Background: an optimization exercise with open tools, aiming at small area and a short achievable clock period. Do not read the settings as production practice.
Function was checked by simulation only, so behaviour that the tests miss may differ from the original.
Power and IR drop assume default switching activity.

==> try-xenon <==
// MAC
module MAC #(
    parameter NOC_WID = 16,
    parameter REGIONAL_ADDR_WID = 11
)(
    input                       clk,
    input                       rst,
    input [NOC_WID-1:0]                 cfg_dat,
    input [REGIONAL_ADDR_WID-1:0]       cfg_adr,
    input [REGIONAL_ADDR_WID-1:0]       slv_addr,
    input                       xr,
    input [1:0]                 xd,
    output wire                 xa,
    input [2*(NOC_WID+1)-1:0]   ad,
    output wire                 aa,
    output wire [2*NOC_WID-1:0] fd,
    input                       fa
);
    reg [4:0]   bp_lo;
    reg         bp_hi;
    reg [15:0]  xmid, m;
    wire [11:0] adr = {1'b0, cfg_adr};
    wire [11:0] sa  = {1'b0, slv_addr};
    wire sel0 = (adr == sa);
    wire sel4 = (adr == sa + 12'd4);
    wire sel8 = (adr == sa + 12'd8);
    wire        we_bp   = ~rst & sel0;
    wire        we_xmid = ~rst & ~sel0 & sel4;
    wire        we_m    = ~rst & ~sel0 & ~sel4 & sel8;
    wire [15:0] xmid_nx = rst ? 16'd0 : (we_xmid ? cfg_dat : xmid);
    always @(posedge clk) begin
        if (rst) begin
            bp_lo <= 0;
            bp_hi <= 0;
            m <= 0;
        end else begin
            if (we_bp) begin
                bp_lo <= cfg_dat[4:0];
                bp_hi <= |cfg_dat[15:5];
            end
            if (we_m) m <= cfg_dat;
        end
        xmid <= xmid_nx;
    end
    reg         s_hi, s_lo;
    reg [15:0]  x;
    reg [4:0]   bits_recvd;
    wire        xd_arrived = xd[0] | xd[1];
    wire        take = bp_hi | (bits_recvd < bp_lo);
    assign xa = s_hi;
    wire        x_clr   = ~s_hi & ~s_lo & xr;
    wire        x_shift = s_hi & xd_arrived & take;
    wire [15:0] x_nx = (rst | x_clr) ? 16'd0 :
                       x_shift ? {x[14:0], xd[1]} : x;
    always @(posedge clk) begin
        if (rst) begin
            s_hi <= 0;
            s_lo <= 0;
            bits_recvd <= 0;
        end else if (s_hi) begin
            if (xd_arrived) begin
                s_hi <= 0;
                s_lo <= 1;
                if (take) bits_recvd <= bits_recvd + 1'b1;
            end else if (~xr) begin
                s_hi <= 0;
            end
  ...
==> module MAC, before the edit <==
module MAC #(
    parameter NOC_WID = 16,
    parameter REGIONAL_ADDR_WID = 11
)(
    input                       clk,
    input                       rst,
    input [NOC_WID-1:0]                 cfg_dat,
    input [REGIONAL_ADDR_WID-1:0]       cfg_adr,
    input [REGIONAL_ADDR_WID-1:0]       slv_addr,
    input                       xr,
    input [1:0]                 xd,
    output wire                 xa,
    input [2*(NOC_WID+1)-1:0]   ad,
    output wire                 aa,
    output wire [2*NOC_WID-1:0] fd,
    input                       fa
);
    reg [4:0]   bp_lo;
    reg         bp_hi;
    reg [15:0]  xmid, m;
    wire [11:0] adr = {1'b0, cfg_adr};
    wire [11:0] sa  = {1'b0, slv_addr};
    wire sel0 = (adr == sa);
    wire sel4 = (adr == sa + 12'd4);
    wire sel8 = (adr == sa + 12'd8);
    wire        we_bp   = ~rst & sel0;
    wire        we_xmid = ~rst & ~sel0 & sel4;
    wire        we_m    = ~rst & ~sel0 & ~sel4 & sel8;
    wire [15:0] xmid_nx = rst ? 16'd0 : (we_xmid ? cfg_dat : xmid);
    always @(posedge clk) begin
        if (rst) begin
            bp_lo <= 0;
            bp_hi <= 0;
            m <= 0;
        end else begin
            if (we_bp) begin
                bp_lo <= cfg_dat[4:0];
                bp_hi <= |cfg_dat[15:5];
            end
            if (we_m) m <= cfg_dat;
        end
        xmid <= xmid_nx;
    end
    reg         s_hi, s_lo;
    reg [15:0]  x;
    reg [4:0]   bits_recvd;
    wire        xd_arrived = xd[0] | xd[1];
    wire        take = bp_hi | (bits_recvd < bp_lo);
    assign xa = s_hi;
    wire        x_clr   = ~s_hi & ~s_lo & xr;
    wire        x_shift = s_hi & xd_arrived & take;
    wire [15:0] x_nx = (rst | x_clr) ? 16'd0 :
                       x_shift ? {x[14:0], xd[1]} : x;
    always @(posedge clk) begin
        if (rst) begin
            s_hi <= 0;
            s_lo <= 0;
            bits_recvd <= 0;
        end else if (s_hi) begin
            if (xd_arrived) begin
                s_hi <= 0;
                s_lo <= 1;
                if (take) bits_recvd <= bits_recvd + 1'b1;
            end else if (~xr) begin
                s_hi <= 0;
            end
        end else if (s_lo) begin
            if (~xd_arrived) begin
                s_hi <= 1;
                s_lo <= 0;
            end
        end else if (xr) begin
            s_hi <= 1;
            bits_recvd <= 0;
        end
        x <= x_nx;
    end
    wire a_nx, a_rdy;
    dr_rx i_dr_rx (.clk(clk), .rst(rst), .in(ad), .a_msb_nx(a_nx), .out_rdy(a_rdy));
    reg f_sync_rdy;
    always @(posedge clk) begin
        if (rst) f_sync_rdy <= 0;
        else     f_sync_rdy <= a_rdy;
    end
    wire [15:0] y_nx = a_nx ? (xmid_nx - x_nx) : x_nx;
    wire [16:0] ye = {y_nx, 1'b0};
    reg  [7:0]  bneg, bone, btwo;
    integer k;
    always @(posedge clk) begin
        for (k = 0; k < 8; k = k + 1) begin
            bneg[k] <= ye[2*k+2];
            bone[k] <= ye[2*k+1] ^ ye[2*k];
            btwo[k] <= (ye[2*k+2] & ~ye[2*k+1] & ~ye[2*k]) | (~ye[2*k+2] & ye[2*k+1] & ye[2*k]);
        end
    end
    wire [15:0] f;
    mul16 i_mul (.m(m), .bneg(bneg), .bone(bone), .btwo(btwo), .p(f));
    dr_tx #(.N(16)) i_dr_tx (.in(f), .in_rdy(f_sync_rdy), .out(fd));
    assign aa = fa;
endmodule
Settings: LEC_CHECK=0, CAP_MARGIN=20, CORE_MARGIN=2, CORE_UTILIZATION=40, CTS_BUF_LIST=sky130_fd_sc_hd__clkbuf_8, SETUP_SLACK_MARGIN=4, SLEW_MARGIN=20; clock period 11.0 ns.
standard.sh (not shown) runs the stock make flow with config.mk's settings and CLKGATE_MAP_FILE= SYNTH_SCRIPT=/design/flow/synth_recipe.tcl, a recipe that flattens the netlist after the stock synthesis.
==> flow/flow/run.sh <==
#!/bin/bash
set -euo pipefail
bash standard.sh "BUFFER_PORTS_ARGS=-buffer_cell sky130_fd_sc_hd__buf_1" finish > standard_flow.log 2>&1
==> try-raven (differences from try-xenon) <==
--- a/flow/design.v
+++ b/flow/design.v
@@ -54,3 +54,3 @@
     reg         bp_hi;
-    reg [15:0]  xmid, m;
+    reg [15:0]  xmid;
     wire [11:0] adr = {1'b0, cfg_adr};
@@ -68,9 +68,5 @@
             bp_hi <= 0;
-            m <= 0;
-        end else begin
-            if (we_bp) begin
-                bp_lo <= cfg_dat[4:0];
-                bp_hi <= |cfg_dat[15:5];
-            end
-            if (we_m) m <= cfg_dat;
+        end else if (we_bp) begin
+            bp_lo <= cfg_dat[4:0];
+            bp_hi <= |cfg_dat[15:5];
         end
@@ -119,15 +115,23 @@
     end
-    wire [15:0] y_nx = a_nx ? (xmid_nx - x_nx) : x_nx;
-    wire [16:0] ye = {y_nx, 1'b0};
-    reg  [7:0]  bneg, bone, btwo;
+    wire [16:0] me = {cfg_dat, 1'b0};
+    reg  [7:0]  mneg, mone, mtwo;
     integer k;
     always @(posedge clk) begin
-        for (k = 0; k < 8; k = k + 1) begin
-            bneg[k] <= ye[2*k+2];
-            bone[k] <= ye[2*k+1] ^ ye[2*k];
-            btwo[k] <= (ye[2*k+2] & ~ye[2*k+1] & ~ye[2*k]) | (~ye[2*k+2] & ye[2*k+1] & ye[2*k]);
+        if (rst) begin
+            mneg <= 0;
+            mone <= 0;
+            mtwo <= 0;
+        end else if (we_m) begin
+            for (k = 0; k < 8; k = k + 1) begin
+                mneg[k] <= me[2*k+2];
+                mone[k] <= me[2*k+1] ^ me[2*k];
+                mtwo[k] <= (me[2*k+2] & ~me[2*k+1] & ~me[2*k]) | (~me[2*k+2] & me[2*k+1] & me[2*k]);
+            end
         end
     end
+    reg  [15:0] y;
+    always @(posedge clk)
+        y <= a_nx ? (xmid_nx - x_nx) : x_nx;
     wire [15:0] f;
-    mul16 i_mul (.m(m), .bneg(bneg), .bone(bone), .btwo(btwo), .p(f));
+    mul16 i_mul (.m(y), .bneg(mneg), .bone(mone), .btwo(mtwo), .p(f));
     dr_tx #(.N(16)) i_dr_tx (.in(f), .in_rdy(f_sync_rdy), .out(fd));
==> flow/flow/run.sh (replaced) <==
#!/bin/bash
# The standard layout with two changes to how it is made:
#  - the port buffers are plain buf_1 cells instead of the delay buffers
#    buffer_ports picks by itself (every port still gets one);
#  - ABC's mapping script leaves out its final "upsize -c", so gate sizing
#    is left to OpenROAD's timing repair on the placed design.
# The ORFS scripts are used from a copy in this folder that differs from
# FLOW_HOME/scripts only in abc_speed.script.
set -euo pipefail
here=$(pwd)
rm -rf "$here/orfs_scripts"
cp -r "$FLOW_HOME/scripts" "$here/orfs_scripts"
cp "$here/flow/abc_speed.script" "$here/orfs_scripts/abc_speed.script"
bash standard.sh "SCRIPTS_DIR=$here/orfs_scripts" \
    "BUFFER_PORTS_ARGS=-buffer_cell sky130_fd_sc_hd__buf_1" finish > standard_flow.log 2>&1
==> flow/flow/abc_speed.script (new file) <==
&get -n
&st
&dch
&nf
&st
&syn2
&if -g -K 6
&synch2
&nf
&st
&syn2
&if -g -K 6
&synch2
&nf
&st
&syn2
&if -g -K 6
&synch2
&nf
&st
&syn2
&if -g -K 6
&synch2
&nf
&st
&syn2
&if -g -K 6
&synch2
&nf
&put
buffer -c
topo
stime -c
dnsize -c
- SETUP_SLACK_MARGIN: 4 -> 4.3
==> comparison table <==
| item | try-xenon | try-raven |
|---|---|---|
| Result of the run | no timing/DRC/antenna violations | no timing/DRC/antenna violations |
| Number of multi-input combinational cells in the layout | 700 | 693 |
| Area of the multi-input gates | 5500 µm² | 5480 µm² |
| Worst IR drop on VDD | 0.0609 mV | 0.0573 mV |
| Logic gate share of total power | 8.9% | 9.1% |
| Sequential share of power | 53.5% | 53.2% |
| Max FO, Critical Path | 12 | 17 |
| Combinational Power | 0.0527 mW | 0.0535 mW |
| Number of nets at the end of the flow | 1,136 | 1,149 |
| Area fraction in compound gates after synthesis | 16.1% | 16.1% |
| Die Width | 142 µm | 142 µm |
| Clock latency reported for the late side of the worst-skew pair | 0.37 ns | 0.36 ns |
| Maximum clock frequency | 149 MHz | 153 MHz |
| Global-route wire length before repair | 30,200 µm | 28,800 µm |
| Number of different library cells in the post-synthesis netlist | 61 | 48 |
| Inverter count of the layout excluding clock inverters | 64 | 73 |
| Total detailed-routing wirelength | 18,000 µm | 17,700 µm |
| Int Pwr | 0.424 mW | 0.446 mW |
| Detailed route wirelength on metal2 | 8060 µm | 8150 µm |
| Detail Route met3 WL | 646 µm | 645 µm |
| Fraction of the mapped netlist area in adder cells | 17.6% | 18.3% |
| Max-slew headroom | 33.2% | 30.8% |
| Simple-Gate Fraction of Synth Area | 16.2% | 14.8% |
| Switching power total | 0.165 mW | 0.143 mW |

==> what the ideal ports hide <==
No port has a modelled driver above. Below, the same layouts with a new extraction and two added sets of constraints. Step 1 (the two cells are an assumption about what drives the block):
set clk [get_ports {clk}]
set_driving_cell -lib_cell sky130_fd_sc_hd__clkbuf_16 $clk
set_driving_cell -lib_cell sky130_fd_sc_hd__buf_2 [delete_from_list [all_inputs] $clk]
Step 2 moves the port delays by t, midway between the first and last clock arrival at a register: inputs arrive t later, outputs are due t later. That takes back most of the time a late clock gives input paths. Slacks: ideal / step 1 / step 2; pairs: ideal / step 1.
run | t (ns) | slack for setup (ns) | hold slack, ns
try-xenon | 0.395 | 4.285 / 4.252 / 3.992 | 0.466 / 0.466 / 0.466
try-raven | 0.389 | 4.466 / 4.433 / 4.471 | 0.491 / 0.491 / 0.491
After both steps setup and hold are still met in every run listed. For try-xenon, which loses most, drivers alone change the setup slack by -0.033 ns; drivers and shift together by -0.293 ns.
